This design comes from an exercise in tuning for small area on the open sky130 flow, not from production work. Function was checked by simulation only, so behaviour that the tests miss may differ from the original. The flow treats the clock pin as an ideal source, which a real chip does not have. Power is estimated from default activity; no workload was simulated.

==> inputs of wip/willow <==
==> flow/design.v <==
`timescale 1ns/1ps
module top(
    input ck, reset,
    input start_button, reflex_button,
    output CA, CB, CC, CD, CE, CF, CG, DP,
    output led, block,
    output [7:0] AN
);
    localparam [2:0] S_IDLE = 3'd0, S_WR = 3'd1, S_T = 3'd2, S_CMP = 3'd3, S_LM = 3'd4, S_L1 = 3'd5;
    reg [2:0] st;
    reg [5:0] r6;        
    reg [9:0] ds;        
    reg [5:0] val;       
    reg [9:0] kl;        
    reg [1:0] err;       
    reg [3:0] ncnt0, ncnt1, ncnt2, ncnt3;
    reg [3:0] nrec0, nrec1, nrec2, nrec3;
    wire [3:0] cnt0 = ~ncnt0, cnt1 = ~ncnt1, cnt2 = ~ncnt2, cnt3 = ~ncnt3;
    wire [3:0] rec0 = ~nrec0, rec1 = ~nrec1, rec2 = ~nrec2, rec3 = ~nrec3;
    reg [3:0] rf;        
    reg [2:0] sel;
    wire in_idle = (st == S_IDLE);
    wire in_wr = (st == S_WR);
    wire in_t = (st == S_T);
    wire in_cmp = (st == S_CMP);
    wire in_lm = (st == S_LM);
    wire in_lock = st[2] & (st[1] | st[0]);
    wire [1:0] w = st[1:0];
    wire [15:0] k = {val, kl};
    wire k_fb = ~(k[15] ^ k[9] ^ k[3] ^ k[0]);
    wire lock_hit = (k[15:2] == 14'b11010011000000);
    wire ms_tick = in_t & k[10];
    wire wrap = ms_tick | lock_hit;
    wire en_ds = (ds[8:0] == 9'd278);
    wire zero = ~|val;
    wire r6_top = r6[0] ^ (r6[5] | ~|r6[4:1]);
    wire val_fb = val[5] ^ (val[4] | ~|val[3:0]);
    wire [1:0] err_inc = {err[1] | err[0], err[1] | ~err[0]};
    wire [15:0] ca = {cnt3, cnt2, cnt1, cnt0};
    wire [15:0] cb = {rec3, rec2, rec1, rec0};
    wire [16:0] bw;
    assign bw[0] = 1'b0;
    genvar gi;
    generate for (gi = 0; gi < 16; gi = gi + 1) begin : g_cmp
        assign bw[gi+1] = (~ca[gi] & cb[gi]) | (~ca[gi] & bw[gi]) | (cb[gi] & bw[gi]);
    end endgenerate
    wire is_new = bw[16];
    wire clr_cnt = ~(in_t | in_cmp);
    reg [2:0] st_n;
    always @(*) begin
        if (in_lock) begin
            if (lock_hit) st_n = (st == S_L1) ? S_IDLE : {1'b1, w[1] & w[0], ~w[0]};
            else st_n = st;
        end else begin
            case (st)
                S_IDLE: st_n = start_button ? S_WR : S_IDLE;
                S_WR:   st_n = zero ? S_T : (reflex_button ? {1'b1, err_inc} : S_WR);
                S_T:    st_n = reflex_button ? S_CMP : S_T;
                S_CMP:  st_n = start_button ? (is_new ? S_LM : S_WR) : S_CMP;
                default: st_n = S_WR;
            endcase
        end
    end
    always @(posedge ck or posedge reset)
        if (reset) st <= S_IDLE;
        else st <= st_n;
    reg rf_fb;
    always @(*) begin
        case (rf)
            4'd0, 4'd2, 4'd5, 4'd11, 4'd7: rf_fb = 1'b1;
            4'd1, 4'd15, 4'd14, 4'd12, 4'd8: rf_fb = 1'b0;
            default: rf_fb = 1'bx;
        endcase
    end
    wire rf9 = rf[3] & ~rf[2] & ~rf[1];
    always @(posedge ck or posedge reset)
        if (reset) begin
            r6 <= 6'd0;
            ds <= 10'd556;
            err <= 2'd0;
            rf <= 4'd0;
            sel <= 3'd0;
        end else begin
            r6 <= {r6_top, r6[5:1]};
            ds <= {ds[8:0], ds[9] ^ ds[2] ^ en_ds};
            if (in_wr & ~zero & reflex_button) err <= err_inc;
            rf <= {rf[2:0], rf_fb};
            if (rf9) sel <= {sel[2] ^ (sel[1] & sel[0]), sel[1] ^ sel[0], ~sel[0]};
        end
    always @(posedge ck) begin
        if (in_wr) begin
            kl <= 10'd0;
            if (~zero) begin
                if (reflex_button) val <= 6'b111000;
                else if (en_ds) val <= {val[4:0], val_fb};
            end
        end else if (in_t | in_lock) begin
            if (wrap) {val, kl} <= 16'd1;
            else {val, kl} <= {k[14:0], k_fb};
        end else begin
            val <= r6;
            kl <= 10'd0;
        end
    end
    function [3:0] inc10(input [3:0] d);
        inc10 = {(d[3] & ~d[0]) | (d[2] & d[1] & d[0]), d[2] ^ (d[1] & d[0]), (d[1] ^ d[0]) & ~d[3], ~d[0]};
    endfunction
    wire c0 = ms_tick & cnt0[3] & cnt0[0];
    wire c1 = c0 & cnt1[3] & cnt1[0];
    wire c2 = c1 & cnt2[3] & cnt2[0];
    wire c3 = c2 & cnt3[3] & cnt3[0];
    always @(posedge ck or posedge reset)
        if (reset) begin
            ncnt0 <= ~4'd9; ncnt1 <= ~4'd9; ncnt2 <= ~4'd9; ncnt3 <= ~4'd9;
        end else if (clr_cnt) begin
            ncnt0 <= ~4'd0; ncnt1 <= ~4'd0; ncnt2 <= ~4'd0; ncnt3 <= ~4'd0;
        end else begin
            if (ms_tick) ncnt0 <= ~inc10(cnt0);
            if (c0) ncnt1 <= ~inc10(cnt1);
            if (c1) ncnt2 <= ~inc10(cnt2);
            if (c2) ncnt3 <= ~inc10(cnt3);
        end
    always @(posedge ck)
        if (in_lm | reset) begin
            nrec0 <= ncnt0; nrec1 <= ncnt1; nrec2 <= ncnt2; nrec3 <= ncnt3;
        end
    reg [3:0] dig;
    always @(*) begin
        case (sel)
            3'd0: dig = cnt0;
            3'd1: dig = cnt1;
            3'd2: dig = cnt2;
            3'd3: dig = cnt3;
            3'd4: dig = rec0;
            3'd5: dig = rec1;
            3'd6: dig = rec2;
            default: dig = rec3;
        endcase
    end
    reg [6:0] seg;
    always @(*) begin
        case (dig)
            4'd0: seg = 7'b0000001;
            4'd1: seg = 7'b1001111;
            4'd2: seg = 7'b0010010;
            4'd3: seg = 7'b0000110;
            4'd4: seg = 7'b1001100;
            4'd5: seg = 7'b0100100;
            4'd6: seg = 7'b0100000;
            4'd7: seg = 7'b0001111;
            4'd8: seg = 7'b0000000;
            4'd9: seg = 7'b0000100;
            default: seg = 7'bxxxxxxx;
        endcase
    end
    assign {CA, CB, CC, CD, CE, CF, CG} = seg;
    assign AN = ~(8'd1 << sel);
    assign DP = ~(sel[1] & sel[0]);
    assign led = in_t;
    assign block = in_lock;
endmodule
==> flow/flow/run.sh <==
#!/bin/bash
# Standard ORFS layout (the standard.sh), with these changes:
#  - synthesis maps logic with an area-oriented ABC script (flow/abc_area.script) and
#    without the adder-cell extraction step (ADDER_MAP_FILE empty); register mapping and
#    everything else in synthesis is the standard one
#  - port buffers use the smallest buffer cell
#  - clock tree synthesis arguments from flow/cts_args.txt (no dummy loads), then
#    flow/post_cts.tcl upsizes the clock buffers whose clock pins see the most slew
# Each step's full output goes to a log file in the work folder.
set -euo pipefail
W=$PWD
rm -rf "$W/myscripts"
cp -r "$FLOW_HOME/scripts" "$W/myscripts"
cp "$W/flow/abc_area.script" "$W/myscripts/abc_area.script"
SCRIPTS_DIR="$W/myscripts" ADDER_MAP_FILE= bash "$W/standard.sh" synth > "$W/synth.log" 2>&1
export BUFFER_PORTS_ARGS="-buffer_cell sky130_fd_sc_hd__buf_1"
export CTS_ARGS="$(cat "$W/flow/cts_args.txt")"
export POST_CTS_TCL="$W/flow/post_cts.tcl"
bash "$W/standard.sh" > "$W/layout.log" 2>&1
==> flow/flow/abc_area.script <==
strash
dc2
balance -l
resub -K 6 -l
rewrite -l
resub -K 6 -N 2 -l
refactor -l
resub -K 8 -l
balance -l
resub -K 8 -N 2 -l
rewrite -l
resub -K 10 -l
rewrite -z -l
resub -K 10 -N 2 -l
balance -l
resub -K 12 -l
refactor -z -l
resub -K 12 -N 2 -l
rewrite -z -l
balance -l
&get -n
&deepsyn -T 30
&dch -f
&nf -p -R 1000
&put
topo
==> flow/flow/cts_args.txt <==
-sink_clustering_enable -repair_clock_nets -buf_list sky130_fd_sc_hd__clkbuf_4 -dont_use_dummy_load
==> flow/flow/post_cts.tcl <==
set_propagated_clock [all_clocks]
estimate_parasitics -placement
foreach inst [get_cells clkbuf_*] {
  if { [get_property $inst ref_name] ne "sky130_fd_sc_hd__clkbuf_4" } { continue }
  set out [get_pins -of_objects $inst -filter "direction == output"]
  set worst 0
  foreach p [get_pins -of_objects [get_nets -of_objects $out] -filter "direction == input"] {
    if { [get_property $p lib_pin_name] ne "CLK" } { continue }
    set s [get_property $p slew_max]
    if { $s > $worst } { set worst $s }
  }
  if { $worst > 0.105 } {
    puts "post_cts: upsizing [get_full_name $inst] (clock pin slew [format %.1f [expr {$worst * 1000}]] ps)"
    replace_cell $inst sky130_fd_sc_hd__clkbuf_8
  }
}
detailed_placement
estimate_parasitics -placement
==> flow/standard.sh <==
#!/bin/bash
# synth_recipe.tcl (not shown) runs the flow's synth.tcl, then flattens the netlist and writes it again
# the make line also repeats each setting of config.mk as NAME=value (left out here)
make -C /OpenROAD-flow-scripts/flow DESIGN_CONFIG=/design/flow/config.mk WORK_HOME=/design/flow/orfs CLKGATE_MAP_FILE= SYNTH_SCRIPT=/design/flow/synth_recipe.tcl "${@:-finish}"
==> flow/config.mk <==
export PLATFORM = sky130hd
export DESIGN_NAME = top
export DESIGN_NICKNAME = top
export VERILOG_FILES = /design/flow/design.v
export SDC_FILE = /design/flow/constraint.sdc
export NUM_CORES = 4
export LEC_CHECK = 0
export ABC_AREA = 1
export CAP_MARGIN = 20
export CORE_MARGIN = 2
export CORE_UTILIZATION = 60
export SLEW_MARGIN = 20
==> flow/constraint.sdc <==
create_clock -name core_clock -period 10.0 [get_ports {ck}]
set_input_delay 2.0000 -clock core_clock [delete_from_list [all_inputs] [get_ports {ck}]]
set_output_delay 2.0000 -clock core_clock [all_outputs]
set_load 0.01 [all_outputs]
==> wip/pepper: changes against wip/willow <==
--- a/flow/design.v
+++ b/flow/design.v
@@ -7,6 +7,6 @@
     output [7:0] AN
 );
-    localparam [2:0] S_IDLE = 3'd0, S_WR = 3'd1, S_T = 3'd2, S_CMP = 3'd3, S_LM = 3'd4, S_L1 = 3'd5;
-    reg [2:0] st;
+    localparam [3:0] S_IDLE = 4'd0, S_WR = 4'd1, S_T = 4'd2, S_CMP = 4'd3, S_LM = 4'd4;
+    reg [3:0] st;
     reg [5:0] r6;        
     reg [9:0] ds;        
@@ -25,5 +25,5 @@
     wire in_cmp = (st == S_CMP);
     wire in_lm = (st == S_LM);
-    wire in_lock = st[2] & (st[1] | st[0]);
+    wire in_lock = st[3];
     wire [1:0] w = st[1:0];
     wire [15:0] k = {val, kl};
@@ -32,4 +32,5 @@
     wire ms_tick = in_t & k[10];
     wire wrap = ms_tick | lock_hit;
+    wire lock_end = k[2];
     wire en_ds = (ds[8:0] == 9'd278);
     wire zero = ~|val;
@@ -47,13 +48,13 @@
     wire is_new = bw[16];
     wire clr_cnt = ~(in_t | in_cmp);
-    reg [2:0] st_n;
+    reg [3:0] st_n;
     always @(*) begin
         if (in_lock) begin
-            if (lock_hit) st_n = (st == S_L1) ? S_IDLE : {1'b1, w[1] & w[0], ~w[0]};
-            else st_n = st;
+            if (w == 2'd0) st_n = lock_end ? S_IDLE : st;
+            else st_n = lock_hit ? {2'b10, w[1] & w[0], ~w[0]} : st;
         end else begin
             case (st)
                 S_IDLE: st_n = start_button ? S_WR : S_IDLE;
-                S_WR:   st_n = zero ? S_T : (reflex_button ? {1'b1, err_inc} : S_WR);
+                S_WR:   st_n = zero ? S_T : (reflex_button ? {2'b10, err_inc} : S_WR);
                 S_T:    st_n = reflex_button ? S_CMP : S_T;
                 S_CMP:  st_n = start_button ? (is_new ? S_LM : S_WR) : S_CMP;
@@ -91,8 +92,6 @@
         if (in_wr) begin
             kl <= 10'd0;
-            if (~zero) begin
-                if (reflex_button) val <= 6'b111000;
-                else if (en_ds) val <= {val[4:0], val_fb};
-            end
+            if (reflex_button) val <= 6'd0;
+            else if (en_ds & ~zero) val <= {val[4:0], val_fb};
         end else if (in_t | in_lock) begin
             if (wrap) {val, kl} <= 16'd1;
CORE_UTILIZATION = 40   (was 60)
==> qor summary <==
metric	wip/pepper	wip/willow
Worst slack on hold paths	0.366 ns	0.364 ns
Number of global-route vias before repair	2,370	2,358
Area of combinational cells with multiple inputs	1170 sq um	1180 sq um
Period utilization	52.0%	52.4%
Clk. pwr	0.148 mW	0.150 mW
Syn nets	305	300
Register fraction of the total cell area	56.3%	56.5%
Largest clock skew in the final design	0.0265 ns	0.0328 ns
Worst Path Max Fanout	11	10
Clock buf/inv share	2.43%	2.65%
Met3 routed WL	368 um	312 um
Drt initial violations	86	180
Share of Yosys cell area claimed by the top area cell type	25.3%	24.8%
Final cell area excluding filler cells	3560 sq um	3500 sq um
Run status	timing/DRC/antenna clean	timing/DRC/antenna clean
Combinational power share	2.4%	2.3%
Pin count of the biggest net entering global routing	47	46
Gpl congestion	0.929	0.872
TritonCTS sink count	77	76
Non-clock inverter count in the final layout	22	21
Sequential cell area	2000 sq um	1980 sq um
Switching power	0.103 mW	0.101 mW
Clock share of power	30.4%	31.0%
Startpoint of the lowest-slack register-to-register path	st[3]	ncnt0[2]
Cells on worst reg2reg path	12	16

-- what the ideal ports hide --
No port has a modelled driver above. Below, the same layouts with a new extraction and two added sets of constraints.
Step 1: set_driving_cell puts a clkbuf_16 on ck and a buf_2 on each other input, an assumption about the parent block.
Step 2, shift: input delay + t, output delay - t, t = (earliest + latest rising clock arrival at the registers) / 2. This alone moves slack from input paths to output paths.
Three values: ideal, step 1, step 2; two values: the first two.
run	t, ns	setup WS [ns]	hold slack, ns	pins driven straight from the clock port
wip/willow	0.451	4.765 / 4.736 / 5.186	0.364 / 0.364 / 0.364	1
wip/pepper	0.430	4.804 / 4.775 / 5.206	0.366 / 0.366 / 0.366	1
After both steps setup and hold are still met in every run listed.
